This design comes from an exercise in tuning for small area on the open sky130 flow, not from production work.
In this exercise RTL edits were held to simulation tests only and were not proved equivalent to the original.
Power and IR drop assume default switching activity.

Setup of v6:
// top_fan
module top_fan(
    input clk, reset_p,
    input [5:0] btn, input [1:0] sw,
    input adc_eoc, input [6:0] adc_do,
    input dht11_in, output dht11_drive,
    input echo, output trig,
    output motor_pwm, output led_pwm, output servo_pwm,
    output [13:0] led,
    output buzz,
    output [3:0] an, output [6:0] seg
    );
For scale: ~1200 cells after synthesis, roughly 220 flip-flops.
Settings: LEC_CHECK=0, CAP_MARGIN=20, CORE_MARGIN=2, CORE_UTILIZATION=40, SLEW_MARGIN=20; clock period 10.0 ns.
standard.sh (not shown) runs the stock make flow with config.mk's settings and CLKGATE_MAP_FILE= SYNTH_SCRIPT=/design/flow/synth_recipe.tcl, a recipe that flattens the netlist after the stock synthesis.
==> flow/flow/run.sh <==
#!/bin/bash
# Layout flow: the standard flow (standard.sh) with these changes:
#  - synthesis: the standard flow's own script (synth_recipe.tcl) with the ABC mapping
#    script swapped for an area-oriented one (flow/abc_area.script) and no
#    separate adder mapping, so ABC maps the adders with the rest of the logic;
#    the registers are the standard synthesis's;
#  - port buffers: sky130_fd_sc_hd__buf_1 on every input and output port;
#  - clock tree: smaller clock buffers, no dummy loads;
#  - higher core utilization.
# Each tool's output is in orfs/logs/ (ORFS) and flow_make.log.
set -euo pipefail
here=$(pwd)
{
  cat <<'EOT'
proc abc {args} {
  set i [lsearch -exact $args -script]
  if {$i >= 0} { lset args [expr {$i+1}] $::env(AREA_ABC_SCRIPT) }
  yosys abc {*}$args
}
EOT
  cat "$here/synth_recipe.tcl"
} > "$here/area_synth.tcl"
export AREA_ABC_SCRIPT="$here/flow/abc_area.script"
bash standard.sh \
  SYNTH_SCRIPT="$here/area_synth.tcl" \
  ADDER_MAP_FILE= \
  CORE_UTILIZATION=65 BUFFER_PORTS_ARGS='-buffer_cell sky130_fd_sc_hd__buf_1' CTS_ARGS='-sink_clustering_enable -repair_clock_nets -dont_use_dummy_load -buf_list sky130_fd_sc_hd__clkbuf_4 -sink_clustering_size 9 -sink_clustering_max_diameter 70' \
  finish > "$here/flow_make.log" 2>&1
==> flow/flow/abc_area.script <==
strash
ifraig
dc2
dch -f
amap -m -F 10 -A 20
strash
dc2
dch -f
amap -m -F 10 -A 20
strash
dc2
dch -f
amap -m -F 10 -A 20
topo
Input changes introduced in v7 (baseline for comparison: v6):
-- flow/design.v --
<<< v6, line 123
        else if(short_p) mode <= 0;
    end
    reg [2:0] lv_d;
    reg [3:0] ph_n;
    wire [2:0] lv_n = ph_n[3] ? 3'd6 - ph_n[2:0] : ph_n[2:0];
    always @(posedge clk, posedge reset_p) begin
        if(reset_p) begin
            p <= 0;
        end
        else begin
            if(turn_off) p <= ~p;
        end
    end
>>> v7, line 123
        else if(short_p) mode <= 0;
    end
    reg [2:0] lv_d, lv_n;
    reg dir_n;           
    always @(posedge clk, posedge reset_p) begin
        if(reset_p) begin
            p <= 0; dir_n <= 0;
        end
        else begin
            if(turn_off) p <= ~p;
            if(~turn_off & is_n & tick2000 & p) begin
                if(~dir_n & (lv_n == 3'd7)) dir_n <= 1'b1;
                if(dir_n & (lv_n == 3'd0)) dir_n <= 1'b0;
            end
        end
    end
<<< v6, line 137
        if(turn_off | ~is_d) lv_d <= 0;
        else if(speed) lv_d <= lv_d + 1'b1;
        if(turn_off | ~is_n) ph_n <= 0;
        else if(tick2000) ph_n <= (ph_n == 4'd13) ? 4'd0 : ph_n + 1'b1;
    end
    localparam S_IDLE = 3'd0, S_LOW = 3'd1, S_H20 = 3'd2, S_L80 = 3'd3, S_H80 = 3'd4, S_READ = 3'd5;
>>> v7, line 140
        if(turn_off | ~is_d) lv_d <= 0;
        else if(speed) lv_d <= lv_d + 1'b1;
        if(turn_off | ~is_n) lv_n <= 0;
        else if(tick2000) begin
            if(~dir_n) begin
                if(lv_n != 3'd7) lv_n <= lv_n + 1'b1;
                else lv_n <= lv_n - 1'b1;
            end
            else begin
                if(lv_n != 3'd0) lv_n <= lv_n - 1'b1;
                else lv_n <= lv_n + 1'b1;
            end
        end
    end
    localparam S_IDLE = 3'd0, S_LOW = 3'd1, S_H20 = 3'd2, S_L80 = 3'd3, S_H80 = 3'd4, S_READ = 3'd5;
<<< v6, line 399
        else begin
            if(sw_clk) sw_s <= sw[1];
            ldc <= sw_s ? 2'd0 : lst;
            if(sw_s) begin
                lst <= 0;
                lint <= acls;
            end
            else if(lamp_n) lst <= lst + 1'b1;
            adc_m <= adc_eoc;
            adc_s <= adc_m;
>>> v7, line 411
        else begin
            if(sw_clk) sw_s <= sw[1];
            if(sw_s) begin
                lst <= 0; ldc <= 0;
                lint <= acls;
            end
            else if(lamp_n) lst <= lst + 1'b1;
            else ldc <= lst;
            adc_m <= adc_eoc;
            adc_s <= adc_m;
==> comparison <==
v6 has higher fill cell instance count of the final layout than v7.
Relative to v6, v7 degrades cell area.
Delta (v7 minus v6): multi-input combinational cell count increased by 2.9% relative to the old numbers; pre-CTS setup slack decreased by 0.71 ns relative to the old numbers; final setup slack of the worst path -0.34 ns; final total power increased 0.69%.
The higher fraction of final layout cells sized beyond drive strength 1 of v6 and v7 is in v7.
Against v6 as the reference, v7 delivers a higher sum of routed wire length over all layers.
